From an optimization exercise on the open Yosys and OpenROAD flow, aimed at small area; shortcuts taken in it are not production practice. Power figures rest on the tool's default switching activity, not on a simulated workload.

==> flow/design.v (excerpt) <==
module two_stage_combined_functional_unit
    (input logic clock,  
     input logic reset,  
     input logic enable,  
     input logic [5:0] op,  
     input logic [31:0] operand_0,
     input logic [31:0] operand_1,
     input logic [31:0] operand_2,
     output logic [31:0] result);
Size: roughly 3100 cells after synthesis, ~32 flip-flops, ~140 I/O pins.
==> flow/config.mk <==
export PLATFORM = sky130hd
export DESIGN_NAME = two_stage_combined_functional_unit
export DESIGN_NICKNAME = two_stage_combined_functional_unit
export VERILOG_FILES = /design/flow/design.v
export SDC_FILE = /design/flow/constraint.sdc
export NUM_CORES = 4
export LEC_CHECK = 0
export ABC_AREA = 1
export CAP_MARGIN = 5
export CORE_MARGIN = 2
export CORE_UTILIZATION = 50
export PLACE_DENSITY = 0.6
export SLEW_MARGIN = 5
export SYNTH_HIERARCHICAL = 1
export SYNTH_MINIMUM_KEEP_SIZE = 0
==> flow/constraint.sdc <==
create_clock -name core_clock -period 13.0 [get_ports {clock}]
set_input_delay 2.6000 -clock core_clock [delete_from_list [all_inputs] [get_ports {clock}]]
set_output_delay 2.6000 -clock core_clock [all_outputs]
set_load 0.01 [all_outputs]
standard.sh (not shown) runs the stock make flow with config.mk's settings and CLKGATE_MAP_FILE= SYNTH_SCRIPT=/design/flow/synth_recipe.tcl, a recipe that flattens the netlist after the stock synthesis.
==> flow/flow/run.sh <==
#!/bin/bash
# Standard ORFS layout (the standard.sh), with one change in synthesis: the
# modules named in flow/area_modules.txt (Booth selector cell, final adder, ...) are
# technology-mapped by ABC with an area-oriented script (strash; dch; map -a) before
# the standard ABC call maps the rest. Each step's output goes to its own log file.
set -euo pipefail
W=$(pwd)
rm -rf "$W/myscripts"
cp -r "$FLOW_HOME/scripts" "$W/myscripts"
printf 'strash\ndch\nmap -a\n' > "$W/myscripts/abc_map_a.script"
python3 - "$W/myscripts/synth.tcl" > "$W/patch.log" 2>&1 <<'PY'
import sys
p = sys.argv[1]
s = open(p).read()
old = "  log_cmd abc {*}$abc_args\n"
assert s.count(old) == 1
new = """  if { [info exists ::env(AREA_MAP_MODULES)] } {
    set area_args [lreplace $abc_args 1 1 $::env(SCRIPTS_DIR)/abc_map_a.script]
    foreach m $::env(AREA_MAP_MODULES) {
      log_cmd abc {*}$area_args $m
    }
  }
  log_cmd abc {*}$abc_args
"""
open(p, "w").write(s.replace(old, new))
print("patched", p)
PY
export AREA_MAP_MODULES="$(cat "$W/flow/area_modules.txt")"
bash standard.sh SCRIPTS_DIR="$W/myscripts" synth > "$W/synth.log" 2>&1
bash standard.sh "BUFFER_PORTS_ARGS=-buffer_cell sky130_fd_sc_hd__buf_1" finish > "$W/layout.log" 2>&1
==> flow/flow/area_modules.txt <==
tia_bsel tia_cpa two_stage_combined_functional_unit
Edit:
- CORE_UTILIZATION: 50 -> 65
- PLACE_DENSITY: 0.6 -> 0.75
Effect:
- The new run went through all stages and came out clean
- via count rose by a little under a tenth
- worst setup slack is worse by 0.13 ns
- count of clock-buffer cells in the layout fell by 1
- cell count fell by a few percent
- power fell by roughly a tenth
Function was not checked in any run of this note: the RTL went through the layout flow alone.

two_stage_combined_functional_unit again, from the RTL that the note above started with.
==> flow/design.v (excerpt) <==
module two_stage_combined_functional_unit
    (input logic clock,  
     input logic reset,  
     input logic enable,  
     input logic [5:0] op,  
     input logic [31:0] operand_0,
     input logic [31:0] operand_1,
     input logic [31:0] operand_2,
     output logic [31:0] result);  
    logic [31:0] a, b, c;
    assign a = operand_0;
    assign b = operand_1;
    assign c = operand_2;
    logic o_mov, o_add, o_sub, o_sl, o_asr, o_lsr, o_eq, o_ne;
    logic o_sgt, o_ugt, o_slt, o_ult, o_sge, o_uge, o_sle, o_ule;
    logic o_band, o_bnand, o_bor, o_bnor, o_bxor, o_bxnor;
    logic o_land, o_lnand, o_lor, o_lnor, o_lxor, o_lxnor;
    logic o_gb, o_sb, o_cb, o_mb, o_clz, o_ctz;
    logic o_lmul, o_shmul, o_uhmul, o_mac;
    assign o_mov   = op == 6'd1;
    assign o_add   = op == 6'd2;
    assign o_sub   = op == 6'd3;
    assign o_sl    = op == 6'd4;
    assign o_asr   = op == 6'd5;
  ...
clock: 13.0 ns
lec_check: 0
abc_area: 1
cap_margin: 20
core_margin: 2
core_utilization: 50
place_density: 0.6
slew_margin: 20
synth_hierarchical: 1
synth_minimum_keep_size: 0
==> flow/flow/run.sh <==
#!/bin/bash
# Standard ORFS layout (the standard.sh), with one change in synthesis: the
# modules named in flow/area_modules.txt (Booth selector cell, final adder, ...) are
# technology-mapped by ABC with an area-oriented script (strash; dch; map -a) before
# the standard ABC call maps the rest. Each step's output goes to its own log file.
set -euo pipefail
W=$(pwd)
rm -rf "$W/myscripts"
cp -r "$FLOW_HOME/scripts" "$W/myscripts"
printf 'strash\ndch\nmap -a\n' > "$W/myscripts/abc_map_a.script"
python3 - "$W/myscripts/synth.tcl" > "$W/patch.log" 2>&1 <<'PY'
import sys
p = sys.argv[1]
s = open(p).read()
old = "  log_cmd abc {*}$abc_args\n"
assert s.count(old) == 1
new = """  if { [info exists ::env(AREA_MAP_MODULES)] } {
    set area_args [lreplace $abc_args 1 1 $::env(SCRIPTS_DIR)/abc_map_a.script]
    foreach m $::env(AREA_MAP_MODULES) {
      log_cmd abc {*}$area_args $m
    }
  }
  log_cmd abc {*}$abc_args
"""
open(p, "w").write(s.replace(old, new))
print("patched", p)
PY
export AREA_MAP_MODULES="$(cat "$W/flow/area_modules.txt")"
bash standard.sh SCRIPTS_DIR="$W/myscripts" synth > "$W/synth.log" 2>&1
bash standard.sh finish > "$W/layout.log" 2>&1
==> flow/flow/area_modules.txt <==
tia_bsel tia_cpa
The first run completed without violations.
Edit:
==> flow/flow/area_modules.txt (replaced) <==
tia_bsel tia_cpa two_stage_combined_functional_unit
=> The changed run produced a clean layout; final cell count went down by 5.9%; worst setup slack got worse by 0.16 ns; cell area went down by about 2.7%; critical path depth went down by 1; synthesized area went down by 4.8%; global-route usage stays flat; total power went up by about 4%; die area went down by 4.8%; wire length went down by about 6%; combinational power went up by about 4%.
No run of this note included a check of the RTL's function; only the layout flow was run.

-- static timing again, ports no longer ideal --
The flow's constraints put no driver on any port. The routed layouts listed below were extracted and timed again, unchanged, in two steps.
Step 1 (the two cells are an assumption about what drives the block):
set clk [get_ports {clock}]
set_driving_cell -lib_cell sky130_fd_sc_hd__clkbuf_16 $clk
set_driving_cell -lib_cell sky130_fd_sc_hd__buf_2 [delete_from_list [all_inputs] $clk]
Step 2 times the ports against the registers' clock, not the clock port: input delays grow and output delays shrink by t, the midpoint of the rising clock arrivals with the driver on.
Slacks: ideal ports / drivers / drivers and shift; pairs: ideal ports / drivers.
run	shift t [ns]	setup WS [ns]	hold slack, ns	latest minus earliest clock arrival (ns)
the first run of note 1	0.353	0.857 / 0.887 / 0.534	0.526 / 0.526 / 0.526	0.016 / 0.016
the second run of note 1	0.346	0.732 / 0.759 / 0.413	0.544 / 0.544 / 0.544	0.009 / 0.010
the first run of note 2	0.312	0.549 / 0.559 / 0.247	0.526 / 0.526 / 0.526	0.009 / 0.010
the second run of note 2	0.356	0.390 / 0.411 / 0.055	0.526 / 0.526 / 0.526	0.010 / 0.010
After both steps setup and hold are still met in every run listed. For the second run of note 2, which loses most, drivers alone change the setup slack by +0.021 ns; drivers and shift together by -0.335 ns.
